What follows belongs to an exercise in optimizing a design on an open flow for small area; a production flow would make more cautious choices. The RTL was checked by simulation tests, not by an equivalence proof against the original design. Power and IR drop assume default switching activity.

--- flow/design.v ---
`default_nettype none
module violet_top
  (
    input wire i_clk,
    input wire rst,
    input wire [15:0] leds,
    input wire [15:0] display,
    output wire [15:0] buttons,
    input wire uart_rx,
    output wire uart_tx
  );
  violet_core #(.BAUD_DIV(25000000 / 9600)) u_vio(i_clk, rst, leds, display, buttons, uart_rx, uart_tx);
endmodule
module violet_core #(parameter BAUD_DIV = 2604)
  (
    input wire i_clk,
    input wire rst,
    input wire [15:0] leds,
    input wire [15:0] display,
    output reg [15:0] buttons,
    input wire uart_rx,
    output wire uart_tx
  );
  function [11:0] lfsr_step(input [11:0] s);
    lfsr_step = {s[10:0], ~(s[11] ^ s[0])};
  endfunction
  function [11:0] lfsr_after(input integer n);
    integer i;
    begin
      lfsr_after = 12'd0;
      for (i = 0; i < n; i = i + 1)
        lfsr_after = lfsr_step(lfsr_after);
    end
  endfunction
  localparam [11:0] T_MASK = 12'b101010101010;
  localparam RX_HALF = (BAUD_DIV / 16) * 8;
  localparam [11:0] RX_MID = lfsr_after(RX_HALF - 1);
  localparam [11:0] RX_END = lfsr_after(2 * RX_HALF - 1);
  localparam [11:0] TX_END = lfsr_after(BAUD_DIV - 1);
  reg rx_d, rx_s;
  always @(posedge i_clk) begin
    rx_d <= uart_rx;
    rx_s <= rst | rx_d;
  end
  reg [11:0] rx_tr;     
  wire [11:0] rx_t = rx_tr ^ T_MASK;
  reg [10:0] rx_sh;
  reg [7:0]  rx_data_n;   
  wire [7:0] rx_data = ~rx_data_n;
  reg        rx_avail, rx_err;
  wire       rx_ack;
  wire rx_first = rx_sh[9:0] == 10'd0;         
  wire rx_idle  = rx_first && !rx_sh[10];
  wire rx_mid   = rx_t == RX_MID;
  wire rx_end   = rx_t == RX_END;
  wire rx_bad   = rx_first && rx_sh[10] && rx_mid && rx_s;   
  wire rx_done  = rx_end && rx_sh[0];           
  wire rx_clr   = rst || rx_bad || rx_done;
  wire rx_shift = rx_idle ? !rx_s : rx_mid;
  always @(posedge i_clk) begin
    if (rx_idle || rx_end)
      rx_tr <= T_MASK;
    else
      rx_tr <= lfsr_step(rx_t) ^ T_MASK;
    if (rx_clr)
      rx_sh <= 11'd0;
    else if (rx_shift)
      rx_sh <= {rx_idle | rx_s, rx_sh[10:1]};
    if (rx_done && !rx_err && rx_sh[10])
      rx_data_n <= ~rx_sh[9:2];
    if (rst || (rx_idle && rx_ack))
      rx_avail <= 1'b0;
    else if (rx_done && !rx_err && rx_sh[10])
      rx_avail <= 1'b1;
    if (rst || (rx_idle && rx_ack))
      rx_err <= 1'b0;
    else if (rx_bad || (rx_done && !rx_sh[10]))
      rx_err <= 1'b1;
  end
  reg [2:0]  dst;
  reg [1:0]  cls;         
  reg [15:0] cmd_data_n;    
  wire [15:0] cmd_data = ~cmd_data_n;
  assign rx_ack = dst[2];
  wire cmd_en = dst == 3'b010;
  wire d_read = !dst[2] && rx_avail;
  always @(posedge i_clk) begin
    if (d_read && !dst[0])
      cls <= rx_data[7:2] == 6'd0 ? rx_data[1:0] : 2'b00;
    if (d_read && dst[0])
      cmd_data_n <= ~{rx_data, cmd_data[15:8]};
    if (rst)
      dst <= 3'b000;
    else if (dst[2])
      dst <= {1'b0, dst[0], !dst[1]};
    else
      dst <= {rx_avail, dst[1] & dst[0], dst[0]};
  end
  localparam V_IDLE = 3'b000, V_REQ = 3'b011, V_TX1 = 3'b010, V_W1 = 3'b110,
             V_W2 = 3'b100;
  reg [2:0]  vst;
  reg [15:0] out_r;       
  wire [15:0] out = out_r ^ 16'hff00;
  wire       tx_idle;
  wire v_free = vst == V_IDLE || (vst == V_W2 && tx_idle);
  wire accept = cmd_en && cls[0] && v_free;
  wire tx_go  = (vst == V_W1 || vst == V_W2) && tx_idle;
  always @(posedge i_clk) begin
    if (rst)
      buttons <= 16'd0;
    else if (cmd_en && cls == 2'b10)
      buttons <= cmd_data;
    if (accept)
      out_r <= (cls[1] ? display : leds) ^ 16'hff00;
    else if (vst == V_W1 && tx_idle)
      out_r[7:0] <= out[15:8];
    if (rst)
      vst <= V_IDLE;
    else if (accept)
      vst <= V_REQ;
    else
      case (vst)
        V_REQ: vst <= V_TX1;
        V_TX1: vst <= V_W1;
        V_W1:  if (tx_idle) vst <= V_W2;
        V_W2:  if (tx_idle) vst <= V_IDLE;
        default: vst <= V_IDLE;
      endcase
  end
  reg [9:0]  tsh;
  reg [11:0] tx_tr;
  wire [11:0] tx_t = tx_tr ^ T_MASK;
  assign tx_idle = tsh == 10'd0;
  assign uart_tx = tsh[0] | tx_idle;
  wire tx_end = tx_t == TX_END;
  always @(posedge i_clk) begin
    if (tx_go || tx_end)
      tx_tr <= T_MASK;
    else
      tx_tr <= lfsr_step(tx_t) ^ T_MASK;
    if (rst)
      tsh <= 10'd0;
    else if (tx_go)
      tsh <= {1'b1, out[7:0], 1'b0};
    else if (tx_end)
      tsh <= tsh >> 1;
  end
endmodule
--- flow/flow/run.sh ---
#!/bin/bash
# Standard ORFS layout with three changes:
#  - synthesis maps the logic with an area-oriented ABC script (flow/area.abc);
#    everything else in synthesis, registers included, is the standard one
#  - port buffers are the smallest buffer cell
#  - the clock tree uses small buffers and no dummy loads
# make's full output goes to flow.log; ORFS keeps each step's log under orfs/logs.
set -euo pipefail
export MY_ABC_SCRIPT=$PWD/flow/area.abc
bash standard.sh \
  "SYNTH_SCRIPT=$PWD/flow/synth.tcl" \
  "BUFFER_PORTS_ARGS=-buffer_cell sky130_fd_sc_hd__buf_1" \
  "CTS_ARGS=-sink_clustering_enable -repair_clock_nets -buf_list sky130_fd_sc_hd__clkbuf_4 -sink_clustering_size 30 -sink_clustering_max_diameter 100 -dont_use_dummy_load" \
  finish > flow.log 2>&1
--- flow/flow/area.abc ---
strash
dc2
dch -f
amap
topo
dnsize -c
--- flow/flow/synth.tcl ---
proc synth {args} { yosys synth -nofsm -noshare {*}$args }
proc abc {args} {
  set i [lsearch -exact $args -script]
  if {$i >= 0 && [info exists ::env(MY_ABC_SCRIPT)]} { lset args [expr {$i + 1}] $::env(MY_ABC_SCRIPT) }
  yosys abc {*}$args
}
source $::env(SCRIPTS_DIR)/synth.tcl
# left out here: clear keep_hierarchy, flatten, clean up, hide names made inside functions, write 1_2_yosys.v
--- flow/standard.sh ---
#!/bin/bash
# synth_recipe.tcl (not shown) runs the flow's synth.tcl, then flattens the netlist and writes it again
# the make line also repeats each setting of config.mk as NAME=value (left out here)
make -C /OpenROAD-flow-scripts/flow DESIGN_CONFIG=/design/flow/config.mk WORK_HOME=/design/flow/orfs CLKGATE_MAP_FILE= SYNTH_SCRIPT=/design/flow/synth_recipe.tcl "${@:-finish}"
--- flow/config.mk ---
export PLATFORM = sky130hd
export DESIGN_NAME = violet_top
export DESIGN_NICKNAME = violet_top
export VERILOG_FILES = /design/flow/design.v
export SDC_FILE = /design/flow/constraint.sdc
export NUM_CORES = 4
export LEC_CHECK = 0
export CAP_MARGIN = 0
export CORE_MARGIN = 2
export CORE_UTILIZATION = 40
export GPL_TIMING_DRIVEN = 0
export SLEW_MARGIN = 0
--- flow/constraint.sdc ---
create_clock -name core_clock -period 10.0 [get_ports {i_clk}]
set_input_delay 2.0000 -clock core_clock [delete_from_list [all_inputs] [get_ports {i_clk}]]
set_output_delay 2.0000 -clock core_clock [all_outputs]
set_load 0.01 [all_outputs]
==> summary.md, run 1 <==
The run finished with no timing, DRC or antenna violations. Counting the buffers created by CTS gives 17. The switching power of the nets was 0.000254 W; the largest vdd supply drop was 0.164 mV. By area the synthesized netlist is led by sky130_fd_sc_hd__dfxtp_1, sky130_fd_sc_hd__edfxtp_1, sky130_fd_sc_hd__nor2_1.

The smallest clock period supported by the final layout is computed as 4.26 ns. At the end of routability-driven placement, the weighted congestion stood at 0.751. Internal power comes to 0.000677 W.

Leaving out fill and tap cells, the most frequent cells in the layout are sky130_fd_sc_hd__dfxtp_1, sky130_fd_sc_hd__buf_1, sky130_fd_sc_hd__edfxtp_1. The detail route stage leaves a number of antenna-violating nets equal to 0. Net switching is 27.3% of the power. The power per unit of standard cell area was 219 nW/um^2.

The tools report the critical path startpoint category as a flip-flop. The clock insertion delay at the later pin of the skew report was 0.48 ns. Quantity of I/O buffers inserted on ports: 51. The count of buffering cells on the critical path with inverters included is 1, and the largest buffer count on any clock path is 2. Global routing used 14.6% of the available tracks. Layout cell share with drive strength beyond 1: 5.48%.

The die is 101 um wide. Setup violations remaining at the end of the flow were counted as 0. The final-layout fill cell count was 858; the remaining routing DRC violations was 0.

The post-CTS setup buffer count came out at 0. The number of nets in the synthesized netlist is 349. Summing the sequential cell areas from Yosys gives 71.3% of the chip area. The number of cells upsized or downsized after cts came out at 0.

The mapped netlist covers 3760 um^2. Among cell families on the critical path, the largest total delay comes from simple AND/OR/NAND/NOR gates. Entering global routing, the biggest net connects 19 pins. The critical path endpoint category is an output pin.

The first-pass iteration count of the detailed router is 6, and the clock transition at the registers of the reported paths is 0.10 ns. Summed over all failing endpoints, the final setup total negative slack is 0 ns. The first global-routing pass estimated 11.5 mm of wire. The tools report the area of the core as 9200 um^2. The logs give 1.44 nW for the leakage power and 22.3% for the clock share of power. Along the worst path, the maximum fanout reaches 4. Summed over its instances, the top area cell type makes up 37.8% of the synthesized netlist area. Buffers inserted to repair hold after CTS numbered 0.

For this design the top-level I/O count stands at 52. For the pin with the worst max-slew slack, the measured transition is 1.06 ns. STA puts the critical path data required time at 8.00 ns. In this run the tightest slew margin relative to its limit is 28.6%. Before CTS, the worst setup slack after placement is 5.73 ns. The y dimension of the die is 101 um. Of the total power, registers draw 60.7%.

The worst path uses 42.6% of the clock period. The total of warnings raised by yosys is 1, and the maximum clock frequency is 235 MHz. The tools report the initial core utilization as 40.9%. The detailed router's first-iteration violation count was 126; the proportion of power drawn by combinational gates was 17.0%.

The total of max-cap violations came out at 0. The worst register-to-register path begins at u_vio.tsh[0]$_SDFFE_PP0N_. The post-detailed-placement half-perimeter wirelength came out at 4.53 mm.

The tree is rooted in a sky130_fd_sc_hd__clkbuf_4. The cell type with the largest total area after synthesis is sky130_fd_sc_hd__dfxtp_1. Global routing finished with a remaining overflow of 0. Hold path startpoint: u_vio.tx_tr[8]$_SDFF_PP0_. The wire length reported by the detailed router came out at 6.70 mm.

In this run the critical register-to-register path is captured at u_vio.tsh[7]$_SDFFE_PP0P_. For the worst setup margin, the log shows 5.74 ns. CTS saw 113 sinks. The H-tree was split into 4 levels. Via count of the first global-routing pass: 2590. The die covers 10200 um^2. The tools report the setup skew after layout as 0.0323 ns. The type of the setup path with the least slack was flip-flop to output pin. In the final routed layout, each cell accounts on average for 13.6 um. The mean number of vias per cell came out at 5.24. The run gives 0 as the final-report hold violation count.

The count of pins over their slew limit came out at 0. The growth of design area from synthesis to finish came out at 12.8%. The most common library cell in the layout ignoring fill and taps is sky130_fd_sc_hd__dfxtp_1. The number of cells on the worst hold path was 1; the number of rows in the core area was 35. Setup repair after global routing left no endpoint under its margin. The register-to-register setup slack came out at 6.86 ns. TritonCTS built the clock tree. Counting cells, the worst reg-to-reg path comes to 7. Number of nets in the finished design: 420. The worst hold path terminates at u_vio.tx_tr[9]$_SDFF_PP1_. For the number of distinct standard cells referenced by the synthesized netlist, the log shows 26. The average footprint of a synthesized cell works out to 12.0 um^2. The cell at the slowest stage of the critical path is sky130_fd_sc_hd__nor4_1.

For the synthesized instance count, the log shows 314. Type of the worst min-delay path: flip-flop to flip-flop. The critical path goes through or4_1, nor4_1, or2_0, buf_1.

Data arrives at the worst endpoint at 2.26 ns. The initial antenna violation count came out at 0. In this run, synthesis produced a sequential element count of 113. The detailed router placed 2591 vias in this run.

Antenna diode count: 0. In this design, the stage delay of the slowest critical-path cell is 0.59 ns.
[synthesized netlist by cell type, drive strengths merged]
master / count
nand3: 5
nor4: 1
a211oi: 3
nand4b: 2
or3: 1
clkinv: 25
or4: 4
nand2b: 5
a31oi: 1
o22ai: 17
a21oi: 21
edfxtp: 42
a22oi: 9
nand4: 5
o31ai: 1
o221a: 1
nor2: 42
nand3b: 1
nor3: 5
o21ai: 19
nor4b: 1
or2: 4
dfxtp: 71
a221oi: 8
nand2: 12
a222oi: 8
[state kept, by name, indices dropped and copies added, names as in the netlist, 8 cells and up]
register / count
u_vio.rx_sh: 11
u_vio.tsh: 10
u_vio.out_r: 16
u_vio.cmd_data_n: 16
u_vio.buttons: 16
u_vio.rx_data_n: 8
u_vio.tx_tr: 12
u_vio.rx_tr: 12
[layer usage]
layer | part of all wire, % | wire [um] | global-route usage [%] | vias to the layer above
met5 | 0 | 0 | 0 | -
met4 | 0.88 | 59 | 6.65 | 0
li1 | - | - | - | 1321
met1 | 46 | 3060 | 17.4 | 1216
met2 | 49 | 3310 | 23.3 | 48
met3 | 4.2 | 279 | 5.89 | 6
[worst reg2reg max path: cells and delay by family, from the launching register on]
kind,cells,cell delay (ns)
flops,1,0.34
simple gates,6,2.26
compound gates,1,0.38
[cells by family (layout without fill, tap and decap cells)]
logic type      Yosys count  after routing  share of synthesized area [%]
compound gates           88             88                           15.2
buf+inv                  25             94                           2.49
flops                   113            113                           71.3
simple gates             88             88                           11.1
[worst max path at each step]
stage	cells past startpoint	to	start	slack, ns
final	4	uart_tx	u_vio.tsh[0]$_SDFFE_PP0N_	5.74
after global routing	4	uart_tx	u_vio.tsh[0]$_SDFFE_PP0N_	5.56
after CTS	4	uart_tx	u_vio.tsh[0]$_SDFFE_PP0N_	5.65
after detailed placement	6	u_vio.rx_sh[0]$_SDFFE_PP0P_	rst	5.73
after global placement	6	u_vio.rx_sh[0]$_SDFFE_PP0P_	rst	5.82
after floorplan	3	uart_tx	u_vio.tsh[0]$_SDFFE_PP0N_	6.57
[final cells by class]
cell class	instances	area [um^2]	share of cell area (%)
Timing Repair Buffer	52	203	4.77
Multi-Input combinational cell	176	1000	23.6
Tap cell	111	139	3.27
Clock buffer	17	128	3.00
Inverter	25	93.8	2.21
Sequential cell	113	2680	63.2
[per-stage QoR]
stage          cell area [um^2]  hold WS, ns  utilization [%]  power [W]  std cells
2_1_floorplan              3760        0.353                -   0.000692        314
3_3_place_gp               4100        0.362             44.5   0.000732        476
3_5_place_dp               4120        0.365             44.8   0.000735        477
4_1_cts                    4250        0.391             46.2   0.000944        494
5_1_grt                    4250        0.411             46.2   0.000994        494
6_report                   4250        0.387             46.2   0.000931        494
[power by group through the flow]
| stage | Clock [W] | Sequential (W) | Combinational (W) |
|---|---|---|---|
| floorplan | 0 | 0.000568 | 0.000124 |
| global placement | 0 | 0.000575 | 0.000157 |
| detailed placement | 0 | 0.000576 | 0.000160 |
| CTS | 0.000217 | 0.000566 | 0.000161 |
| global route | 0.000238 | 0.000574 | 0.000183 |
| finish | 0.000208 | 0.000565 | 0.000158 |
==> run 2, diff against run 1 <==
--- a/flow/config.mk
+++ b/flow/config.mk
@@ -8,5 +8,4 @@
 export CAP_MARGIN = 0
 export CORE_MARGIN = 2
 export CORE_UTILIZATION = 40
-export GPL_TIMING_DRIVEN = 0
 export SLEW_MARGIN = 0
==> run 2 against run 1 <==
Sequential cell count unchanged. Largest power group unchanged. Hold slack got worse by 0.036 ns. Critical path depth unchanged. Routed wire length decreased by 1.6%. Clock skew increased by 0.011 ns. Sequential share of layout area about the same. Largest cell class unchanged. Synthesized area unchanged. Core utilization about the same. Non-clock buffer count increased by 2. Still clean on timing, DRC and antenna. Die area unchanged.
==> summary.md, run 2 <==
For the share of synthesized area occupied by flip-flops and latches, the log shows 71.3% (unchanged). The tree is rooted in a sky130_fd_sc_hd__clkbuf_4. The tools report the worst hold slack across all endpoints as 0.351 ns (-0.0360 ns). The fraction of registers with async set/reset is 0% (unchanged), and the required time of the worst setup path is 8.00 ns (about the same). Signal routing reaches up to met4. The worst setup path is of the flip-flop to output pin kind. Type of the worst min-delay path: flip-flop to flip-flop. The total of warnings raised by yosys was 1 (unchanged); the power per unit of standard cell area was 219 nW/um^2 (about the same). The tools report the total internal power as 0.000677 W (about the same). For the multi-input combinational cell area, the log shows 993 um^2 (-0.87%). The number of rows in the core area came out at 35 (unchanged).

The total die area is 10200 um^2 (unchanged), and the number of enable-type register cells in the synthesized netlist is 42 (unchanged). The cell area after layout was 4250 um^2 (about the same); the area of placed instances was 4120 um^2 (+0.12%). Via count of the first global-routing pass: 2490 (-3.9%).

The post-CTS setup buffer count was 0 (unchanged); the final setup violation count was 0 (unchanged). The leakage power was 1.45 nW (+0.66%); the post-layout minimum cycle time was 4.19 ns (-0.0664 ns). Traced cell by cell, the critical path runs through or4_1, nor4_1, or2_0, buf_1. The depth of the most critical reg-to-reg path is 7 (unchanged). For the maximum clock frequency, the log shows 239 MHz (+1.6%). The remaining routing DRC violations is 0 (unchanged), and the summed instance area of the synthesized netlist is 3760 um^2 (unchanged).

Critical path endpoint category: an output pin. The cell family with the largest share of critical-path delay was simple AND/OR/NAND/NOR gates. The tools report the total of max-cap violations as 0 (unchanged).

The count of buffering cells on the critical path with inverters included works out to 1 (unchanged). The number of cells on the worst hold path was 1 (unchanged). The logs give 60.8% (about the same) for the sequential group share of total power and 52 (unchanged) for the number of I/O pins.

The tools report the met3 layer wire length in the routed design as 250 um (-10%). For the placer's final routability congestion estimate, the log shows 0.782 (+4.1%). The most instantiated library cell after synthesis is sky130_fd_sc_hd__dfxtp_1.

The number of clock sinks was 113 (unchanged). STA classifies the critical path startpoint as a flip-flop. The clock transition at the registers of the reported paths was 0.11 ns (about the same).

In this run the most critical hold path is launched from u_vio.tx_tr[6]$_SDFF_PP0_. The final-layout setup total negative slack came out at 0 ns (unchanged). Number of cells upsized or downsized after cts: 0 (unchanged).

The number of H-tree levels came out at 4 (unchanged). The biggest area contributor in the post-synthesis netlist is sky130_fd_sc_hd__dfxtp_1. The post-route clock period utilization was 41.9% (-0.66 points); the switching part of the total was 27.3% (about the same). The logs give 7.01 ns (+0.15 ns) for the register-to-register setup slack and 0.000254 W (about the same) for the switching power of the nets.

The detailed router's first-iteration violation count is 167 (+33%). In the synthesized netlist, the cells that appear most often are sky130_fd_sc_hd__dfxtp_1, sky130_fd_sc_hd__edfxtp_1, sky130_fd_sc_hd__nor2_1. The average footprint of a synthesized cell is 12.0 um^2 (unchanged), and the count of nets left with antenna violations after detail routing is 0 (unchanged).

The largest registers in the layout are u_vio.buttons x16, u_vio.cmd_data_n x16, u_vio.out_r x16. In this run the critical register-to-register path is launched from u_vio.tsh[0]$_SDFFE_PP0N_. Y dimension of the die: 101 um (unchanged). The mean number of vias per cell is 5.24 (about the same). TritonCTS built the clock tree. The number of synthesized register bits was 113 (unchanged).

The top cell type's share of synthesized area was 37.8% (unchanged); the layout cell share with drive strength beyond 1 was 5.45% (-0.028 points). Yosys attributes the largest share of cell area to sky130_fd_sc_hd__dfxtp_1, sky130_fd_sc_hd__edfxtp_1, sky130_fd_sc_hd__nor2_1. The total met2 wirelength after detailed routing was 3.29 mm (-0.39%); the area of the core was 9200 um^2 (unchanged).

The logs give 22.2% (about the same) for the clock share of power and 496 (+0.40%) for the final instance count without filler cells. The wire length reported by the detailed router came out at 6.60 mm (-1.6%). The largest vdd supply drop was 0.122 mV (-26%). Antenna diode count: 0 (unchanged). The initial antenna violation count was 0 (unchanged). The library cells used most frequently in the layout, excluding fill and tap cells, are sky130_fd_sc_hd__dfxtp_1, sky130_fd_sc_hd__buf_1, sky130_fd_sc_hd__nor2_1, sky130_fd_sc_hd__edfxtp_1, sky130_fd_sc_hd__clkinv_1. The final-layout fill cell count is 874 (+1.9%), and the growth of design area from synthesis to finish is 12.9% (about the same). The tools report the end point of the worst hold path as u_vio.tx_tr[7]$_SDFF_PP1_. The clock insertion delay at the later pin of the skew report is 0.47 ns (about the same), and the post-detailed-placement half-perimeter wirelength is 4.55 mm (+0.49%). The run gives 479 (+0.42%) as the cell count after placement. The tools report the relative slew slack as 22.7% (-5.9 points). The number of nets in the finished design is 422 (+0.48%). The number of buffers created by CTS is 17 (unchanged).

The run gives 26 (unchanged) as the number of distinct standard cells referenced by the synthesized netlist. The tools report the proportion of power drawn by combinational gates as 17.0% (about the same). For the worst slack at placement, the log shows 5.89 ns (+0.161 ns).

The commonest register cell after synthesis was sky130_fd_sc_hd__dfxtp_1. The transition time at the pin with the least slew margin works out to 1.15 ns (+0.0880 ns). The detailed-routing wirelength on met1 was 2.99 mm (-2.2%). The worst register-to-register path ends at u_vio.tsh[6]$_SDFFE_PP0P_.

The flow ran to the end and the layout has no timing, DRC or antenna violations. The synthesized instance count came out at 314 (unchanged). The logs give 4 (-2) for the first-pass iteration count of the detailed router and 349 (unchanged) for the net count of the mapped netlist. The initial core utilization is 40.9% (unchanged), and the quantity of I/O buffers inserted on ports is 51 (unchanged). The largest buffer count on any clock path is 2 (unchanged), and the delay contributed by the slowest stage of the critical path is 0.52 ns (-0.07 ns). The logs give 11.2 mm (-2.2%) for the first-pass GRT wire length and 5.81 ns (+0.0664 ns) for the worst setup margin. Setup repair after global routing left no endpoint under its margin.

Cell at the slowest stage of the critical path: sky130_fd_sc_hd__nor4_1. Biggest fanout along the worst timing path: 4 (unchanged). For the all-layer global routing usage, the log shows 14.3% (-0.36 points).

The arrival time reported for the critical path endpoint came out at 2.19 ns (-0.07 ns). The count of pins over their slew limit is 0 (unchanged). The logs give 33 (+14) for the pin count of the biggest net entering global routing and 0 (unchanged) for the overflow left after global routing.

The run gives 2680 um^2 (unchanged) as the sequential cell area. The library cell used most frequently in the layout, excluding fill and tap cells, is sky130_fd_sc_hd__dfxtp_1. The setup skew after layout was 0.0433 ns (+0.0110 ns); the x dimension of the die was 101 um (unchanged). The wire length per cell is 13.3 um (-2.0%). The via count is 2601 (+0.39%). The quantity of hold-fixing buffers added after cts is 0 (unchanged). The tools report the final-report hold violation count as 0 (unchanged).
run 2: kinds of logic after synthesis:
family                 Yosys count  share of synthesized area [%]
AO/OA/AOI/OAI                   88                           15.2
buffers and inverters           25                           2.49
flip-flops                     113                           71.3
AND/OR/NAND/NOR                 88                           11.1
run 2: power by group through the flow:
| stage | registers [W] | logic (W) | clock network [W] |
|---|---|---|---|
| detailed placement | 0.000575 | 0.000161 | 0 |
| global placement | 0.000576 | 0.000156 | 0 |
| finish | 0.000566 | 0.000159 | 0.000207 |
| CTS | 0.000566 | 0.000161 | 0.000216 |
| global route | 0.000572 | 0.000186 | 0.000238 |
| floorplan | 0.000568 | 0.000124 | 0 |
run 2: worst reg2reg max path: stages, from the launching register on:
cell                       delay (ns)
sky130_fd_sc_hd__dfxtp_1         0.33
sky130_fd_sc_hd__or4_1           0.51
sky130_fd_sc_hd__nor4_1          0.52
sky130_fd_sc_hd__nand2_1         0.13
sky130_fd_sc_hd__nor2_1          0.51
sky130_fd_sc_hd__nor2_1          0.40
sky130_fd_sc_hd__a222oi_1        0.34
sky130_fd_sc_hd__nor2_1          0.06
run 2: per-layer routing:
metal / GRT usage [%] / vias to the layer above
met3: 6.87 / 4
met4: 4.99 / 0
met5: 0 / -
met2: 22.7 / 35
li1: - / 1323
met1: 17.0 / 1239
run 2: layout make-up:
cell class | count | share of cell area (%)
Clock buffer | 17 | 3.00
Timing Repair Buffer | 54 | 5.03
Multi-Input combinational cell | 176 | 23.4
Inverter | 25 | 2.21
Tap cell | 111 | 3.27
Sequential cell | 113 | 63.1
run 2: per-stage QoR:
| stage | utilization [%] | total power, W |
|---|---|---|
| 4_1_cts | 46.2 | 0.000943 |
| 6_report | 46.2 | 0.000931 |
| 5_1_grt | 46.2 | 0.000996 |
| 3_5_place_dp | 44.8 | 0.000736 |
| 3_3_place_gp | 44.8 | 0.000731 |
| 2_1_floorplan | - | 0.000692 |
run 2: how the worst max path moves through the flow:
stage / startpoint / to / slack (ns) / cells past startpoint
floorplan: u_vio.tsh[0]$_SDFFE_PP0N_ / uart_tx / 6.57 / 3
global placement: rst / u_vio.rx_sh[0]$_SDFFE_PP0P_ / 5.92 / 6
detailed placement: rst / u_vio.rx_sh[0]$_SDFFE_PP0P_ / 5.89 / 6
CTS: u_vio.tsh[0]$_SDFFE_PP0N_ / uart_tx / 5.73 / 4
global route: u_vio.tsh[0]$_SDFFE_PP0N_ / uart_tx / 5.55 / 4
finish: u_vio.tsh[0]$_SDFFE_PP0N_ / uart_tx / 5.81 / 4
==> run 3, diff against run 2 <==
--- a/flow/flow/synth.tcl
+++ b/flow/flow/synth.tcl
@@ -1,3 +1,6 @@
+# The standard synthesis (synth_recipe.tcl), except that ORFS's abc call
+# gets the area-oriented script named by MY_ABC_SCRIPT (set by run.sh).
+# Only the combinational mapping changes; registers are mapped as before.
 proc synth {args} { yosys synth -nofsm -noshare {*}$args }
 proc abc {args} {
   set i [lsearch -exact $args -script]
==> run 3 against run 2 <==
Still clean. Sequential power about the same. Clock power is essentially flat. Die area unchanged. Routed wire length unchanged. Critical endpoint unchanged. Largest cell class unchanged.
==> summary.md, run 3 <==
The net count of the mapped netlist was 349 (unchanged). The core occupancy in the finished layout is 46.2% (unchanged). In the post-synthesis netlist, the biggest area contributors are sky130_fd_sc_hd__dfxtp_1, sky130_fd_sc_hd__edfxtp_1, sky130_fd_sc_hd__nor2_1. The tools report the detailed router's first-iteration violation count as 167 (unchanged). Worst reg2reg path endpoint: u_vio.tsh[6]$_SDFFE_PP0P_.

The arrival time reported for the critical path endpoint is 2.19 ns (about the same), and the share of synthesized cell area in full adder, half adder and majority cells is 0% (unchanged). The number of enable-type register cells in the synthesized netlist came out at 42 (unchanged). The tools report the number of I/O pins as 52 (unchanged).

The tools report the summed instance area of the synthesized netlist as 3760 um^2 (unchanged). For the share of synthesized area occupied by flip-flops and latches, the log shows 71.3% (unchanged). Worst reg2reg path startpoint: u_vio.tsh[0]$_SDFFE_PP0N_. The logs give 4 (unchanged) for the number of H-tree levels and 874 (unchanged) for the final-layout fill cell count. For the number of clock sinks, the log shows 113 (unchanged). Placer's final routability congestion estimate: 0.782 (unchanged). The run gives 0 (unchanged) as the final-report hold violation count. The mux cell area share after synthesis works out to 0% (unchanged). Among all flip-flop cells after synthesis, the most frequent one is sky130_fd_sc_hd__dfxtp_1. The complex-gate fraction of the synthesized area is 15.2% (unchanged), and the number of cells on the worst hold path is 1 (unchanged). The via count is 2601 (unchanged), and the simple-gate area share of the yosys netlist is 11.1% (unchanged). The transition time at the pin with the least slew margin is 1.15 ns (unchanged), and the final instance count without filler cells is 496 (unchanged). The logs give 0 ns (unchanged) for the final-layout setup total negative slack and 0.351 ns (unchanged) for the worst hold slack across all endpoints. The quantity of hold-fixing buffers added after cts was 0 (unchanged). The largest family of logic cells by synthesized area was compound AO/OA/AOI/OAI gates. The mean number of vias per cell works out to 5.24 (unchanged). The first-pass GRT wire length is 11.2 mm (unchanged). Leaving out fill and tap cells, the most frequent cell in the layout is sky130_fd_sc_hd__dfxtp_1. In the final layout, the registers with the most flip-flops are u_vio.buttons x16, u_vio.cmd_data_n x16, u_vio.out_r x16. The all-layer global routing usage is 14.3% (unchanged), and the power per unit of standard cell area is 219 nW/um^2 (unchanged).

Cell count after placement: 479 (unchanged). For the maximum clock frequency, the log shows 239 MHz (unchanged). The cell at the root of the clock tree is sky130_fd_sc_hd__clkbuf_4.

The overflow left after global routing was 0 (unchanged). The post-route clock period utilization is 41.9% (unchanged). The cell at the slowest stage of the critical path was sky130_fd_sc_hd__nor4_1. The cell family with the largest share of critical-path delay is simple AND/OR/NAND/NOR gates. The tools report the count of pins over their slew limit as 0 (unchanged).

In the synthesized netlist, the cells that appear most often are sky130_fd_sc_hd__dfxtp_1, sky130_fd_sc_hd__edfxtp_1, sky130_fd_sc_hd__nor2_1. The xor and xnor fraction of the mapped netlist area works out to 0% (unchanged). The total of warnings raised by yosys is 1 (unchanged), and the clock insertion delay at the later pin of the skew report is 0.47 ns (about the same). The logs give 422 (unchanged) for the number of nets in the finished design and 0 (unchanged) for the post-CTS setup buffer count. The run gives 10200 um^2 (unchanged) as the total die area. The largest vdd supply drop was 0.122 mV (unchanged). The first-pass iteration count of the detailed router is 4 (unchanged), and the y dimension of the die is 101 um (unchanged). The worst setup path is captured at an output pin.

The clock transition at the registers of the reported paths works out to 0.11 ns (about the same). For the leakage power, the log shows 1.45 nW (unchanged). The number of distinct standard cells referenced by the synthesized netlist is 26 (unchanged). The remaining routing DRC violations is 0 (unchanged), and the delay contributed by the slowest stage of the critical path is 0.52 ns (about the same). The biggest fanout along the worst timing path is 4 (unchanged). The largest buffer count on any clock path is 2 (unchanged).

The critical path in this run is classified as flip-flop to output pin. The fraction of registers with async set/reset works out to 0% (unchanged). The number of rows in the core area is 35 (unchanged). The antenna diode count came out at 0 (unchanged).

TritonCTS built the clock tree. The pin count of the biggest net entering global routing is 33 (unchanged), and the initial core utilization is 40.9% (unchanged). The tools report the setup skew after layout as 0.0433 ns (unchanged). The growth of design area from synthesis to finish works out to 12.9% (unchanged).

Walking the worst path, the cells encountered are or4_1, nor4_1, or2_0, buf_1. The depth of the most critical reg-to-reg path is 7 (unchanged), and the quantity of I/O buffers inserted on ports is 51 (unchanged). The most common cell in the synthesized netlist is sky130_fd_sc_hd__dfxtp_1. For hold timing, the worst endpoint is u_vio.tx_tr[7]$_SDFF_PP1_.

The run gives 0 (unchanged) as the count of nets left with antenna violations after detail routing. The relative slew slack came out at 22.7% (unchanged). The number of synthesized register bits came out at 113 (unchanged). The cell type with the largest total area after synthesis was sky130_fd_sc_hd__dfxtp_1.

The x dimension of the die was 101 um (unchanged). The post-detailed-placement half-perimeter wirelength came out at 4.55 mm (unchanged). The run gives 2490 (unchanged) as the via count of the first global-routing pass. Total of max-cap violations: 0 (unchanged).

The run gives 314 (unchanged) as the synthesized instance count. The top cell type's share of synthesized area works out to 37.8% (unchanged). For the area of the core, the log shows 9200 um^2 (unchanged).

The flow ran to the end and the layout has no timing, DRC or antenna violations. Setup repair after global routing left no endpoint under its margin. The tools report the critical path startpoint category as a flip-flop. The number of buffers created by CTS came out at 17 (unchanged). Leaving out fill and tap cells, the most frequent cells in the layout are sky130_fd_sc_hd__dfxtp_1, sky130_fd_sc_hd__buf_1, sky130_fd_sc_hd__nor2_1, sky130_fd_sc_hd__edfxtp_1, sky130_fd_sc_hd__clkinv_1. The layout cell share with drive strength beyond 1 is 5.45% (unchanged). The initial antenna violation count came out at 0 (unchanged). The startpoint identified for the worst hold timing path is u_vio.tx_tr[6]$_SDFF_PP0_. The wire length per cell was 13.3 um (unchanged); the required time of the worst setup path was 8.00 ns (about the same). The post-layout minimum cycle time is 4.19 ns (unchanged). The average footprint of a synthesized cell was 12.0 um^2 (unchanged). The count of buffering cells on the critical path with inverters included works out to 1 (unchanged).

The wire length reported by the detailed router was 6.60 mm (unchanged); the number of cells upsized or downsized after cts was 0 (unchanged). For the final setup violation count, the log shows 0 (unchanged). The post-layout total power is 0.000931 W (unchanged). The worst hold path belongs to the class flip-flop to flip-flop.

For the register-to-register setup slack, the log shows 7.01 ns (about the same).
## run 3: cell counts after synthesis
Identical to the previous run, type by type.
## run 3: report_power, final
| part | switching [W] | internal (W) |
|---|---|---|
| registers | 0.0000305 | 0.000536 |
| clock network | 0.000129 | 0.0000777 |
| logic | 0.0000948 | 0.0000638 |
## run 3: kinds of logic after synthesis
family          Yosys count
flops                   113
simple gates             88
compound gates           88
buf+inv                  25
## run 3: metal layers
layer | global-route usage (%) | part of all wire, % | vias up
li1 | - | - | 1323
met1 | 17.0 | 45 | 1239
met2 | 22.7 | 50 | 35
met3 | 6.87 | 3.8 | 4
met4 | 4.99 | 0.92 | 0
met5 | 0 | 0 | -
## run 3: layout make-up
cell class	instances	area, um^2	area share (%)
clock buffers	17	128	3.00
inverters	25	93.8	2.21
multi-input cells	176	993	23.4
flip-flops and latches	113	2680	63.1
well taps	111	139	3.27
repair buffers	54	214	5.03
## run 3: worst register-to-register path, delay by kind of cell (launching register included)
kind               cells  cell delay [ns]
DFF                    1             0.33
and+or+nand+nor        6             2.13
AOI/OAI and AO/OA      1             0.34
## run 3: worst max-delay path by stage
| stage | end | from | cells after the start | slack [ns] |
|---|---|---|---|---|
| after CTS | uart_tx | u_vio.tsh[0]$_SDFFE_PP0N_ | 4 | 5.73 |
| after global placement | u_vio.rx_sh[0]$_SDFFE_PP0P_ | rst | 6 | 5.92 |
| after floorplan | uart_tx | u_vio.tsh[0]$_SDFFE_PP0N_ | 3 | 6.57 |
| final | uart_tx | u_vio.tsh[0]$_SDFFE_PP0N_ | 4 | 5.81 |
| after global routing | uart_tx | u_vio.tsh[0]$_SDFFE_PP0N_ | 4 | 5.55 |
| after detailed placement | u_vio.rx_sh[0]$_SDFFE_PP0P_ | rst | 6 | 5.89 |
## run 3: metrics by stage
| step | instance area, um^2 | setup slack [ns] |
|---|---|---|
| after detailed placement | 4120 | 5.89 |
| final | 4250 | 5.81 |
| after global placement | 4120 | 5.92 |
| after CTS | 4250 | 5.73 |
| after global routing | 4250 | 5.55 |
| after floorplan | 3760 | 6.57 |
==> run 4, diff against run 3 <==
--- a/flow/design.v
+++ b/flow/design.v
@@ -131,7 +131,7 @@
   reg [11:0] tx_tr;
   wire [11:0] tx_t = tx_tr ^ T_MASK;
   assign tx_idle = tsh == 10'd0;
-  assign uart_tx = tsh[0] | tx_idle;
+  assign uart_tx = tsh[0] | (tsh[9:1] == 9'd0);
   wire tx_end = tx_t == TX_END;
   always @(posedge i_clk) begin
     if (tx_go || tx_end)
--- a/flow/config.mk
+++ b/flow/config.mk
@@ -8,4 +8,5 @@
 export CAP_MARGIN = 0
 export CORE_MARGIN = 2
 export CORE_UTILIZATION = 40
+export GPL_TIMING_DRIVEN = 0
 export SLEW_MARGIN = 0
==> run 4 against run 3 <==
Critical path type is now input port to flip-flop. Die area up 0.32%. Synthesized cell count up 0.96%. Register-to-register slack better by 0.05 ns. Critical endpoint is now u_vio.rx_sh[0]$_SDFFE_PP0P_.
==> summary.md, run 4 <==
The flow ran to the end and the layout has no timing, DRC or antenna violations. The total of warnings raised by yosys was 1 (unchanged). Leaving out fill and tap cells, the most frequent cell in the layout is sky130_fd_sc_hd__dfxtp_1. The simple-gate area share of the yosys netlist is 11.6% (+0.56 points). The x dimension of the die was 101 um (+0.16%); the required time of the worst setup path was 10.32 ns (+2.32 ns).

The top cell type's share of synthesized area came out at 37.6% (-0.13 points). For the initial antenna violation count, the log shows 0 (unchanged). The top cell types in the final layout, fill and taps aside, are sky130_fd_sc_hd__dfxtp_1, sky130_fd_sc_hd__buf_1, sky130_fd_sc_hd__nor2_1. Xor and xnor fraction of the mapped netlist area: 0% (unchanged). All-layer global routing usage: 14.7% (+0.46 points). The count of pins over their slew limit is 0 (unchanged), and the number of cells upsized or downsized after cts is 0 (unchanged).

The tools report the count of nets left with antenna violations after detail routing as 0 (unchanged). For the synthesized instance count, the log shows 317 (+0.96%). The tools report the placer's final routability congestion estimate as 0.773 (-1.2%). The area of the core is 9200 um^2 (unchanged). For the post-CTS setup buffer count, the log shows 0 (unchanged).

The initial core utilization is 41.1% (+0.14 points). The worst hold path belongs to the class flip-flop to flip-flop. The y dimension of the die came out at 101 um (+0.16%). The layout cell share with drive strength beyond 1 was 5.94% (+0.49 points). The logs give 0 (unchanged) for the remaining routing DRC violations and 0.49 ns (+0.02 ns) for the clock insertion delay at the later pin of the skew report. The largest buffer count on any clock path is 2 (unchanged), and the number of nets in the finished design is 424 (+0.47%). The run gives 52 (unchanged) as the number of I/O pins. The fraction of registers with async set/reset came out at 0% (unchanged). The post-detailed-placement half-perimeter wirelength was 4.58 mm (+0.57%).

STA classifies the critical path endpoint as a flip-flop. The first-pass GRT wire length was 11.6 mm (+3.2%). The detailed router's first-iteration violation count was 143 (-14%). The tools report the net count of the mapped netlist as 352 (+0.86%). The quantity of I/O buffers inserted on ports was 51 (unchanged); the number of cells on the worst hold path was 1 (unchanged). The tools report the sequential cell area as 2680 um^2 (unchanged). The run gives 17 (unchanged) as the number of buffers created by CTS. The maximum clock frequency was 264 MHz (+11%); the summed instance area of the synthesized netlist was 3780 um^2 (+0.33%). The tools report the relative slew slack as 24.4% (+1.7 points). The number of enable-type register cells in the synthesized netlist came out at 42 (unchanged). The biggest fanout along the worst timing path was 19 (+15); the via count was 2591 (-0.38%). The share of synthesized area occupied by flip-flops and latches is 71.0% (-0.24 points), and the mean number of vias per cell is 5.20 (-0.78%). The cell sitting at the root of the clock tree is a sky130_fd_sc_hd__clkbuf_4. The logs give 10200 um^2 (+0.32%) for the total die area and 2572 (+3.3%) for the via count of the first global-routing pass.

The quantity of hold-fixing buffers added after cts is 0 (unchanged). Among all cell types in the netlist, the one instantiated most often is sky130_fd_sc_hd__dfxtp_1. TritonCTS built the clock tree.

The complex-gate fraction of the synthesized area was 14.8% (-0.41 points). Post-layout minimum cycle time: 3.79 ns (-0.399 ns). The depth of the most critical reg-to-reg path was 6 (-1); the final-report hold violation count was 0 (unchanged).

The final setup violation count was 0 (unchanged); the number of clock sinks was 113 (unchanged). The average footprint of a synthesized cell was 11.9 um^2 (-0.62%); the leakage power was 1.44 nW (-0.43%). The tools report the critical path startpoint category as an input port.

The worst setup path is of the input port to flip-flop kind. For the number of rows in the core area, the log shows 35 (unchanged). The cell type with the largest total area after synthesis is sky130_fd_sc_hd__dfxtp_1. The setup skew after layout was 0.0572 ns (+0.0139 ns); the mux cell area share after synthesis was 0% (unchanged). The total of max-cap violations is 0 (unchanged), and the antenna diode count is 0 (unchanged).

Sorting the synthesized cells by how often they occur yields sky130_fd_sc_hd__dfxtp_1, sky130_fd_sc_hd__nor2_1, sky130_fd_sc_hd__edfxtp_1. Power per unit of standard cell area: 218 nW/um^2 (-0.41%). The tools report the multi-input combinational cell area as 1020 um^2 (+2.4%).

Relative to the synthesized area, the layout overhead comes to 13.2%. The transition time at the pin with the least slew margin is 1.13 ns (-0.0251 ns). The clock transition at the registers of the reported paths is 0.07 ns (-0.04 ns).

The largest family of logic cells by synthesized area is compound AO/OA/AOI/OAI gates. Overflow left after global routing: 0 (unchanged). The wire length per cell was 13.4 um (+0.97%). Setup repair after global routing left no endpoint under its margin. The wire length reported by the detailed router is 6.69 mm (+1.4%), and the number of H-tree levels is 4 (unchanged). The first-pass iteration count of the detailed router is 5 (+1), and the number of synthesized register bits is 113 (unchanged). Final-layout fill cell count: 880 (+0.69%). In the post-synthesis netlist, the biggest area contributors are sky130_fd_sc_hd__dfxtp_1, sky130_fd_sc_hd__edfxtp_1, sky130_fd_sc_hd__nor2_1. The core occupancy in the finished layout was 46.5% (+0.26 points). In the synthesized netlist the dominant register cell turns out to be sky130_fd_sc_hd__dfxtp_1. The share of synthesized cell area in full adder, half adder and majority cells is 0% (unchanged). The pin count of the biggest net entering global routing came out at 20 (-39%).

The post-route clock period utilization is 37.9% (-4.0 points), and the number of distinct standard cells referenced by the synthesized netlist is 28 (+7.7%). In the final layout, the registers with the most flip-flops are u_vio.buttons x16, u_vio.cmd_data_n x16, u_vio.out_r x16. Arrival time reported for the critical path endpoint: 4.11 ns (+1.92 ns). For the largest vdd supply drop, the log shows 0.163 mV (+34%). Final-layout setup total negative slack: 0 ns (unchanged).
-- run 4: layer usage --
metal  vias to the layer above  track usage, %  routed length (um)
met5                         -               0                   0
met3                         4            5.18                 271
met4                         0            6.86                  61
li1                       1328               -                   -
met2                        54            22.2                3140
met1                      1205            19.1                3220
-- run 4: worst paths after layout --
check,to,slack (ns),start
worst max-delay path,u_vio.rx_sh[0]$_SDFFE_PP0P_,6.21,rst
worst min-delay path,u_vio.tx_tr[11]$_SDFF_PP1_,0.37,u_vio.tx_tr[10]$_SDFF_PP0_
worst max register to register,u_vio.rx_sh[1]$_SDFFE_PP0P_,7.06,u_vio.rx_tr[1]$_SDFF_PP1_
worst min register to register,u_vio.tx_tr[11]$_SDFF_PP1_,0.37,u_vio.tx_tr[10]$_SDFF_PP0_
-- run 4: logic make-up after synthesis --
logic type	Yosys count
AOI/OAI and AO/OA	85
buffers and inverters	26
DFF	113
and+or+nand+nor	93
-- run 4: critical path, cell delays in order --
cell and delay, ns:
sky130_fd_sc_hd__buf_1 0.60, sky130_fd_sc_hd__clkinv_1 0.68, sky130_fd_sc_hd__nand3_1 0.52, sky130_fd_sc_hd__clkinv_1 0.14, sky130_fd_sc_hd__o21ai_0 0.10, sky130_fd_sc_hd__a21oi_1 0.06
-- run 4: area by class of cell --
type | instances | area share, %
clock buffer | 17 | 2.99
timing repair buffer | 53 | 4.92
inverter | 26 | 2.28
sequential | 113 | 62.8
multi-input combinational | 178 | 23.8
tap | 111 | 3.25
-- run 4: through the flow --
step / setup slack (ns) / hold slack (ns) / instance area, um^2 / std cells / total power [W]
after CTS: 6.18 / 0.377 / 4270 / 498 / 0.000943
after global routing: 5.97 / 0.397 / 4270 / 498 / 0.000991
after global placement: 5.76 / 0.365 / 4110 / 479 / 0.000733
after detailed placement: 5.73 / 0.372 / 4140 / 481 / 0.000737
final: 6.21 / 0.372 / 4270 / 498 / 0.000933
after floorplan: 7.10 / 0.358 / 3780 / 317 / 0.000692
-- run 4: report_power, final --
group | total [W] | switching (W) | leakage, nW | internal [W]
clock | 0.000206 | 0.000128 | 0.0782 | 0.0000775
combinational | 0.000161 | 0.0000966 | 0.393 | 0.0000643
sequential | 0.000566 | 0.0000303 | 0.968 | 0.000536
==> run 5, diff against run 4 <==
--- a/flow/config.mk
+++ b/flow/config.mk
@@ -8,5 +8,4 @@
 export CAP_MARGIN = 0
 export CORE_MARGIN = 2
 export CORE_UTILIZATION = 40
-export GPL_TIMING_DRIVEN = 0
 export SLEW_MARGIN = 0
==> run 5 against run 4 <==
Clock skew decreased by 0.0065 ns. Power decreased by 0.11%. Via count increased by 1.2%. Core utilization increased by 0.12 points. Synthesized area unchanged. Sequential share of layout area decreased by 0.16 points. Synthesized cell count unchanged. Critical path depth unchanged. Design area increased by 0.26%. First-iteration DRC count unchanged. Highest routed layer unchanged. Worst setup slack improved by 0.088 ns.
==> summary.md, run 5 <==
The layout cell share with drive strength beyond 1 is 6.14% (+0.19 points). The delay contributed by the slowest stage of the critical path is 0.64 ns (-0.04 ns), and the fraction of registers with async set/reset is 0% (unchanged). Number of cells upsized or downsized after cts: 0 (unchanged).

The run gives 428 (+0.94%) as the number of nets in the finished design. The flow ran to the end and the layout has no timing, DRC or antenna violations. The complex-gate fraction of the synthesized area came out at 14.8% (unchanged). Setup repair after global routing left no endpoint under its margin.

The run gives 2680 um^2 (unchanged) as the sequential cell area. The antenna diode count was 0 (unchanged). The most common library cell in the layout ignoring fill and taps was sky130_fd_sc_hd__dfxtp_1. The tools report the via count as 2622 (+1.2%). The run gives 0 (unchanged) as the remaining routing DRC violations. Commonest register cell after synthesis: sky130_fd_sc_hd__dfxtp_1. The summed instance area of the synthesized netlist came out at 3780 um^2 (unchanged).

Switching power of the nets: 0.000254 W (-0.39%). The number of enable-type register cells in the synthesized netlist is 42 (unchanged), and the area of the core is 9200 um^2 (unchanged). The total of warnings raised by yosys was 1 (unchanged). The area growth from synthesis to layout is 13.4%.

After synthesis, the largest family of logic cells by area is compound AO/OA/AOI/OAI gates. The net count of the mapped netlist was 352 (unchanged); the number of H-tree levels was 4 (unchanged). Pin count of the biggest net entering global routing: 33 (+65%).

Transition time at the pin with the least slew margin: 1.09 ns (-0.0374 ns). The share of synthesized area occupied by flip-flops and latches came out at 71.0% (unchanged). The leakage power came out at 1.46 nW (+1.3%). Count of pins over their slew limit: 0 (unchanged).

The mux cell area share after synthesis is 0% (unchanged), and the count of buffering cells on the critical path with inverters included is 3 (unchanged). The most repeated library cell on the critical path is sky130_fd_sc_hd__clkinv_1. The total of max-cap violations came out at 0 (unchanged).

The tools report the final-layout setup total negative slack as 0 ns (unchanged). The y dimension of the die works out to 101 um (unchanged). The run gives 35 (unchanged) as the number of rows in the core area. Ranked by total cell area, the synthesized netlist is headed by sky130_fd_sc_hd__dfxtp_1, sky130_fd_sc_hd__edfxtp_1, sky130_fd_sc_hd__nor2_1. The tools report the post-detailed-placement half-perimeter wirelength as 4.61 mm (+0.59%).

The type of the worst min-delay path was flip-flop to flip-flop. The x dimension of the die is 101 um (unchanged). The run gives 0.378 ns (+0.00610 ns) as the worst hold slack across all endpoints. The logs give 4 (-1) for the first-pass iteration count of the detailed router and 11.6 mm (+0.41%) for the first-pass GRT wire length.

Leaving out fill and tap cells, the most frequent cells in the layout are sky130_fd_sc_hd__dfxtp_1, sky130_fd_sc_hd__buf_1, sky130_fd_sc_hd__nor2_1. Wire length reported by the detailed router: 6.72 mm (+0.46%). The final-layout fill cell count came out at 866 (-1.6%).

The quantity of I/O buffers inserted on ports is 51 (unchanged). The post-layout total power came out at 0.000932 W (-0.11%). The register-to-register setup slack was 7.05 ns (about the same). The run gives 10.33 ns (about the same) as the required time of the worst setup path. The xor and xnor fraction of the mapped netlist area works out to 0% (unchanged).

The tree is rooted in a sky130_fd_sc_hd__clkbuf_4. The sequential group share of total power is 60.8% (about the same), and the placer's final routability congestion estimate is 0.774 (+0.19%). The tools report the total die area as 10200 um^2 (unchanged).

Average footprint of a synthesized cell: 11.9 um^2 (unchanged). The all-layer global routing usage was 14.7% (-0.084 points); the clock insertion delay at the later pin of the skew report was 0.49 ns (about the same). Biggest fanout along the worst timing path: 19 (unchanged). The number of clock sinks came out at 113 (unchanged). Of all cell types, the one taking the most synthesized area is sky130_fd_sc_hd__dfxtp_1. The overflow left after global routing is 0 (unchanged), and the power per unit of standard cell area is 217 nW/um^2 (-0.38%). The final-report hold violation count is 0 (unchanged), and the simple-gate area share of the yosys netlist is 11.6% (unchanged).

The post-layout minimum cycle time was 3.70 ns (-0.0883 ns); the post-route clock period utilization was 37.0% (-0.88 points). STA classifies the critical path startpoint as an input port. The cell at the slowest stage of the critical path is sky130_fd_sc_hd__clkinv_1. By count the netlist is led by sky130_fd_sc_hd__dfxtp_1, sky130_fd_sc_hd__nor2_1, sky130_fd_sc_hd__edfxtp_1.

The arrival time reported for the critical path endpoint is 4.04 ns (-0.07 ns), and the number of distinct standard cells referenced by the synthesized netlist is 28 (unchanged). Traced cell by cell, the critical path runs through buf_1, clkinv_1, nand3_1, clkinv_1, o21ai_0, a21oi_1. The type of the setup path with the least slack is input port to flip-flop. The setup skew after layout was 0.0506 ns (-0.00654 ns).

The most common cell in the synthesized netlist is sky130_fd_sc_hd__dfxtp_1. The share of synthesized cell area in full adder, half adder and majority cells works out to 0% (unchanged). STA classifies the critical path endpoint as a flip-flop. The tools report the number of I/O pins as 52 (unchanged).

TritonCTS built the clock tree. The largest buffer count on any clock path was 2 (unchanged). The logs give 0 (unchanged) for the quantity of hold-fixing buffers added after cts and 2517 (-2.1%) for the via count of the first global-routing pass. The number of synthesized register bits works out to 113 (unchanged). For the relative slew slack, the log shows 26.8% (+2.4 points). The wire length per cell is 13.4 um (-0.34%), and the post-CTS setup buffer count is 0 (unchanged). Initial antenna violation count: 0 (unchanged).

The clock transition at the registers of the reported paths came out at 0.07 ns (about the same). The count of nets left with antenna violations after detail routing was 0 (unchanged). The proportion of power drawn by combinational gates was 17.1% (about the same).

The tools report the number of buffers created by CTS as 17 (unchanged). The cell family with the largest share of critical-path delay is buffers and inverters. The multi-input combinational cell area came out at 1000 um^2 (-1.5%). The core occupancy in the finished layout was 46.6% (+0.12 points). The maximum clock frequency is 270 MHz (+2.4%). In the final layout, the registers with the most flip-flops are u_vio.buttons x16, u_vio.cmd_data_n x16, u_vio.out_r x16. The tools report the detailed router's first-iteration violation count as 143 (unchanged).

The largest vdd supply drop is 0.159 mV (-3.0%). Total internal power: 0.000678 W (about the same). The initial core utilization was 41.1% (unchanged); the clock share of power was 22.1% (about the same).

Switching part of the total: 27.3% (-0.077 points). The mean number of vias per cell is 5.22 (+0.39%). The synthesized instance count was 317 (unchanged); the top cell type's share of synthesized area was 37.6% (unchanged). The run gives 0 (unchanged) as the final setup violation count.
run 5: cell types whose count changed in the layout (fill, tap and decap cells not counted), sizes merged:
cell / before / now
buf: 53 / 57
run 5: final timing paths:
check                                               start                          end  cells after the start
worst max-delay path                                  rst  u_vio.rx_sh[0]$_SDFFE_PP0P_                      6
worst min-delay path            u_vio.tx_tr[8]$_SDFF_PP0_    u_vio.tx_tr[9]$_SDFF_PP1_                      1
worst max register to register  u_vio.rx_tr[1]$_SDFF_PP1_  u_vio.rx_sh[8]$_SDFFE_PP0P_                      6
worst min register to register  u_vio.tx_tr[8]$_SDFF_PP0_    u_vio.tx_tr[9]$_SDFF_PP1_                      1
run 5: routing by layer:
| layer | GRT usage, % | up-vias | wire (um) |
|---|---|---|---|
| li1 | - | 1339 | - |
| met1 | 19.5 | 1224 | 3320 |
| met2 | 21.5 | 48 | 3060 |
| met3 | 5.24 | 11 | 217 |
| met4 | 6.86 | 0 | 118 |
| met5 | 0 | - | 0 |
run 5: power by group through the flow:
stage               Combinational (W)  Sequential, W  Clock [W]
finish                       0.000159       0.000566   0.000206
floorplan                    0.000124       0.000568          0
global placement             0.000157       0.000576          0
global route                 0.000182       0.000574   0.000233
detailed placement           0.000161       0.000576          0
CTS                          0.000162       0.000566   0.000216
run 5: per-stage QoR:
stage | setup WS (ns) | instance area, um^2 | instances
2_1_floorplan | 7.10 | 3780 | 317
3_3_place_gp | 5.87 | 4160 | 485
3_5_place_dp | 5.81 | 4160 | 485
4_1_cts | 6.30 | 4290 | 502
5_1_grt | 6.03 | 4290 | 502
6_report | 6.30 | 4290 | 502
run 5: kinds of logic after synthesis:
logic type | after synthesis
DFF | 113
and+or+nand+nor | 93
AOI/OAI and AO/OA | 85
buffers and inverters | 26
run 5: area by class of cell:
class	instances	area share [%]
well taps	111	3.24
clock buffers	17	2.98
multi-input cells	178	23.4
repair buffers	57	5.52
flip-flops and latches	113	62.6
inverters	26	2.28
==> run 6, diff against run 5 <==
--- a/flow/design.v
+++ b/flow/design.v
@@ -131,7 +131,8 @@
   reg [11:0] tx_tr;
   wire [11:0] tx_t = tx_tr ^ T_MASK;
   assign tx_idle = tsh == 10'd0;
-  assign uart_tx = tsh[0] | (tsh[9:1] == 9'd0);
+  reg txo;
+  assign uart_tx = txo;
   wire tx_end = tx_t == TX_END;
   always @(posedge i_clk) begin
     if (tx_go || tx_end)
@@ -144,5 +145,11 @@
       tsh <= {1'b1, out[7:0], 1'b0};
     else if (tx_end)
       tsh <= tsh >> 1;
+    if (rst)
+      txo <= 1'b1;
+    else if (tx_go)
+      txo <= 1'b0;
+    else if (tx_end)
+      txo <= tsh[1] | (tsh[9:2] == 8'd0);
   end
 endmodule
==> run 6 against run 5 <==
Core utilization grew 0.33 points. Global-route usage shrank 0.57 points. Design area grew 1.2%. Via count grew 1.9%. Maximum frequency grew 24%.
==> summary.md, run 6 <==
The run finished with no timing, DRC or antenna violations. Number of distinct standard cells referenced by the synthesized netlist: 30 (+7.1%). The quantity of I/O buffers inserted on ports came out at 51 (unchanged).

The layout cell share with drive strength beyond 1 was 5.61% (-0.53 points); the overflow left after global routing was 0 (unchanged). The count of buffering cells on the critical path with inverters included is 1 (-2). The initial antenna violation count came out at 0 (unchanged).

The logs give 335 MHz (+24%) for the maximum clock frequency and 0.0229 ns (-0.0278 ns) for the setup skew after layout. The depth of the most critical reg-to-reg path is 10 (+4), and the antenna diode count is 0 (unchanged). The run gives 0 ns (unchanged) as the final-layout setup total negative slack. The largest vdd supply drop was 0.143 mV (-9.7%); the top cell type's share of synthesized area was 37.7% (+0.093 points). The most instantiated library cell after synthesis was sky130_fd_sc_hd__dfxtp_1.

For the first-pass GRT wire length, the log shows 11.2 mm (-3.8%). The endpoint identified for the worst register-to-register timing path is u_vio.rx_sh[0]$_SDFFE_PP0P_. The largest buffer count on any clock path came out at 2 (unchanged). The total of warnings raised by yosys is 1 (unchanged), and the post-layout minimum cycle time is 2.99 ns (-0.714 ns). By area the synthesized netlist is led by sky130_fd_sc_hd__dfxtp_1, sky130_fd_sc_hd__edfxtp_1, sky130_fd_sc_hd__nor2_1. For the number of rows in the core area, the log shows 35 (unchanged). The leakage power is 1.49 nW (+1.9%). The first-pass iteration count of the detailed router was 4 (unchanged); the count of nets left with antenna violations after detail routing was 0 (unchanged).

The average footprint of a synthesized cell is 11.9 um^2 (+0.21%), and the multi-input combinational cell area is 1040 um^2 (+3.5%). The run gives 52 (unchanged) as the number of I/O pins. Most common library cell in the layout ignoring fill and taps: sky130_fd_sc_hd__dfxtp_1. TritonCTS built the clock tree. The cell family with the largest share of critical-path delay is flip-flops. The commonest register cell after synthesis was sky130_fd_sc_hd__dfxtp_1. The largest registers in the layout are u_vio.buttons x16, u_vio.cmd_data_n x16, u_vio.out_r x16.

The area of placed instances is 4210 um^2 (+1.2%). The cell at the slowest stage of the critical path was sky130_fd_sc_hd__dfxtp_1. Traced cell by cell, the critical path runs through buf_1.

The number of synthesized register bits was 114 (+0.88%). The delay contributed by the slowest stage of the critical path was 0.36 ns (-0.28 ns). The tools report the net count of the mapped netlist as 355 (+0.85%).

The register-to-register setup slack came out at 7.22 ns (+0.17 ns). Setup repair after global routing left no endpoint under its margin. Clock transition at the registers of the reported paths: 0.09 ns (+0.02 ns).

The critical path endpoint category was an output pin. The required time of the worst setup path is 8.00 ns (-2.33 ns). The run gives 6.75 mm (+0.48%) as the wire length reported by the detailed router. Synthesized instance count: 320 (+0.95%).

The critical path startpoint category was a flip-flop. The number of enable-type register cells in the synthesized netlist came out at 42 (unchanged). Transition time at the pin with the least slew margin: 1.11 ns (+0.0248 ns). The sequential cell area was 2700 um^2 (+0.75%). For the pin count of the biggest net entering global routing, the log shows 33 (unchanged). The clock insertion delay at the later pin of the skew report was 0.47 ns (-0.02 ns); the x dimension of the die was 102 um (+0.56%). The number of nets in the finished design was 429 (+0.23%); the share of synthesized area occupied by flip-flops and latches was 70.7% (-0.29 points). Counting instances in the post-synthesis netlist gives the leading cell types as sky130_fd_sc_hd__dfxtp_1, sky130_fd_sc_hd__edfxtp_1, sky130_fd_sc_hd__nor2_1. The cell area after layout was 4340 um^2 (+1.2%); the final setup violation count was 0 (unchanged).

Summed instance area of the synthesized netlist: 3820 um^2 (+1.2%). The via count of the first global-routing pass was 2501 (-0.64%); the relative slew slack was 25.2% (-1.6 points). The number of cells upsized or downsized after cts was 0 (unchanged). The startpoint identified for the worst hold timing path is u_vio.tx_tr[4]$_SDFF_PP0_.

Fraction of registers with async set/reset: 0% (unchanged). The startpoint identified for the worst register-to-register timing path is u_vio.rx_sh[8]$_SDFFE_PP0P_. The total die area was 10400 um^2 (+1.1%); the number of H-tree levels was 4 (unchanged). The mean number of vias per cell works out to 5.13 (-1.8%).

For the final-report hold violation count, the log shows 0 (unchanged). The detailed router's first-iteration violation count is 128 (-10%). The count of pins over their slew limit is 0 (unchanged). The growth of design area from synthesis to finish was 13.5% (about the same); the arrival time reported for the critical path endpoint was 0.99 ns (-3.05 ns). The post-route clock period utilization was 29.9% (-7.1 points). The placer's final routability congestion estimate is 0.785 (+1.4%). The initial core utilization was 41.4% (+0.28 points); the final-layout fill cell count was 858 (-0.92%). The all-layer global routing usage is 14.1% (-0.57 points), and the post-CTS setup buffer count is 0 (unchanged).

Number of clock sinks: 114 (+0.88%). The type of the setup path with the least slack was flip-flop to output pin. The total of max-cap violations came out at 0 (unchanged). The power per unit of standard cell area is 218 nW/um^2 (about the same), and the biggest fanout along the worst timing path is 2 (-17). The area of the core came out at 9240 um^2 (+0.48%). The wire length per cell is 13.0 um (-3.2%). The number of cells on the worst hold path works out to 1 (unchanged). The synthesized design spends more area on one cell type than any other, namely sky130_fd_sc_hd__dfxtp_1. The run gives 2671 (+1.9%) as the via count.

Leaving out fill and tap cells, the most frequent cells in the layout are sky130_fd_sc_hd__dfxtp_1, sky130_fd_sc_hd__buf_1, sky130_fd_sc_hd__edfxtp_1. Clock tree synthesis selected as its root buffer the cell sky130_fd_sc_hd__clkbuf_4. The post-detailed-placement half-perimeter wirelength is 4.71 mm (+2.2%). The quantity of hold-fixing buffers added after cts is 0 (unchanged). The type of the worst min-delay path is flip-flop to flip-flop. Y dimension of the die: 102 um (+0.56%).

For hold timing, the worst endpoint is u_vio.tx_tr[5]$_SDFF_PP1_. The number of buffers created by CTS was 17 (unchanged); the core occupancy in the finished layout was 46.9% (+0.33 points). The remaining routing DRC violations came out at 0 (unchanged).
-- run 6: cell count changes after synthesis, moves of 2 or more --
cell | before | now
sky130_fd_sc_hd__clkinv_1 | 26 | 23
sky130_fd_sc_hd__nor2_1 | 46 | 39
sky130_fd_sc_hd__nor3_1 | 7 | 12
sky130_fd_sc_hd__or2_0 | 3 | 1
sky130_fd_sc_hd__o21a_1 | 0 | 2
sky130_fd_sc_hd__nand2b_1 | 6 | 1
sky130_fd_sc_hd__nand2_1 | 10 | 15
sky130_fd_sc_hd__nand3_1 | 6 | 8
sky130_fd_sc_hd__a21oi_1 | 19 | 22
-- run 6: layout make-up --
| class | instances | area share, % |
|---|---|---|
| clock buffers | 17 | 2.94 |
| multi-input cells | 183 | 23.9 |
| well taps | 129 | 3.72 |
| flip-flops and latches | 114 | 62.3 |
| repair buffers | 55 | 5.11 |
| inverters | 23 | 1.99 |
-- run 6: logic make-up after synthesis --
group | count (synthesis) | share of synthesized area [%]
compound gates | 90 | 15.5
buf+inv | 23 | 2.26
flops | 114 | 70.7
simple gates | 93 | 11.6
-- run 6: worst max-delay path by stage --
stage	start	endpoint	slack [ns]	cells past startpoint
floorplan	u_vio.cls[1]$_SDFFCE_PP0P_	u_vio.buttons[0]$_SDFFE_PP0P_	7.10	4
global placement	rst	u_vio.rx_sh[3]$_SDFFE_PP0P_	6.79	5
detailed placement	rst	u_vio.rx_sh[2]$_SDFFE_PP0P_	6.72	5
CTS	u_vio.buttons[13]$_SDFFE_PP0P_	buttons[13]	6.97	1
global route	u_vio.rx_sh[9]$_SDFFE_PP0P_	u_vio.rx_sh[2]$_SDFFE_PP0P_	6.80	9
finish	u_vio.buttons[10]$_SDFFE_PP0P_	buttons[10]	7.01	1
-- run 6: power by group --
part           switching [W]  internal [W]  leakage [nW]
registers          0.0000347      0.000545         0.968
logic               0.000102     0.0000579         0.440
clock network       0.000126     0.0000776        0.0782
-- run 6: per-stage QoR --
| step | cells | power [W] | hold slack [ns] | worst slack [ns] |
|---|---|---|---|---|
| 3_3_place_gp | 504 | 0.000748 | 0.364 | 6.79 |
| 2_1_floorplan | 320 | 0.000705 | 0.358 | 7.10 |
| 5_1_grt | 521 | 0.00101 | 0.410 | 6.80 |
| 3_5_place_dp | 504 | 0.000752 | 0.367 | 6.72 |
| 6_report | 521 | 0.000944 | 0.385 | 7.01 |
| 4_1_cts | 521 | 0.000956 | 0.389 | 6.97 |
-- run 6: per-layer routing --
metal | vias up | wire (um) | GRT usage, %
li1 | 1352 | - | -
met1 | 1271 | 3150 | 17.6
met2 | 43 | 3280 | 21.6
met3 | 5 | 256 | 5.04
met4 | 0 | 70 | 7.28
met5 | - | 0 | 0

-- separate check: timing with driven ports --
How much do the figures lean on ideal ports? The routed layouts below were timed once more, with nothing changed but the port constraints. Step 1, drivers: a clkbuf_16 drives i_clk and a buf_2 each remaining input, both assumed. Step 2 moves the port delays by t, midway between the first and last clock arrival at a register: inputs arrive t later, outputs are due t later. That takes back most of the time a late clock gives input paths. Three values: ideal ports, drivers, drivers and shift; two values: the first two.
run | t (ns) | setup slack, ns | hold WS [ns] | clock arrival spread, ns | cell pins on the clock port's net
run 1 | 0.497 | 5.743 / 5.713 / 5.744 | 0.387 / 0.387 / 0.387 | 0.033 / 0.032 | 1
run 2 | 0.482 | 5.809 / 5.780 / 5.900 | 0.351 / 0.351 / 0.351 | 0.044 / 0.043 | 1
run 3 | 0.482 | 5.809 / 5.780 / 5.900 | 0.351 / 0.351 / 0.351 | 0.044 / 0.043 | 1
run 4 | 0.490 | 6.209 / 6.198 / 5.708 | 0.372 / 0.372 / 0.372 | 0.058 / 0.058 | 1
run 5 | 0.490 | 6.297 / 6.288 / 5.799 | 0.378 / 0.378 / 0.378 | 0.051 / 0.051 | 1
run 6 | 0.491 | 7.011 / 6.978 / 6.724 | 0.385 / 0.385 / 0.385 | 0.025 / 0.025 | 1
After both steps every run listed still meets setup and hold. For run 4, which loses most, drivers alone change the setup slack by -0.011 ns; drivers and shift together by -0.501 ns.
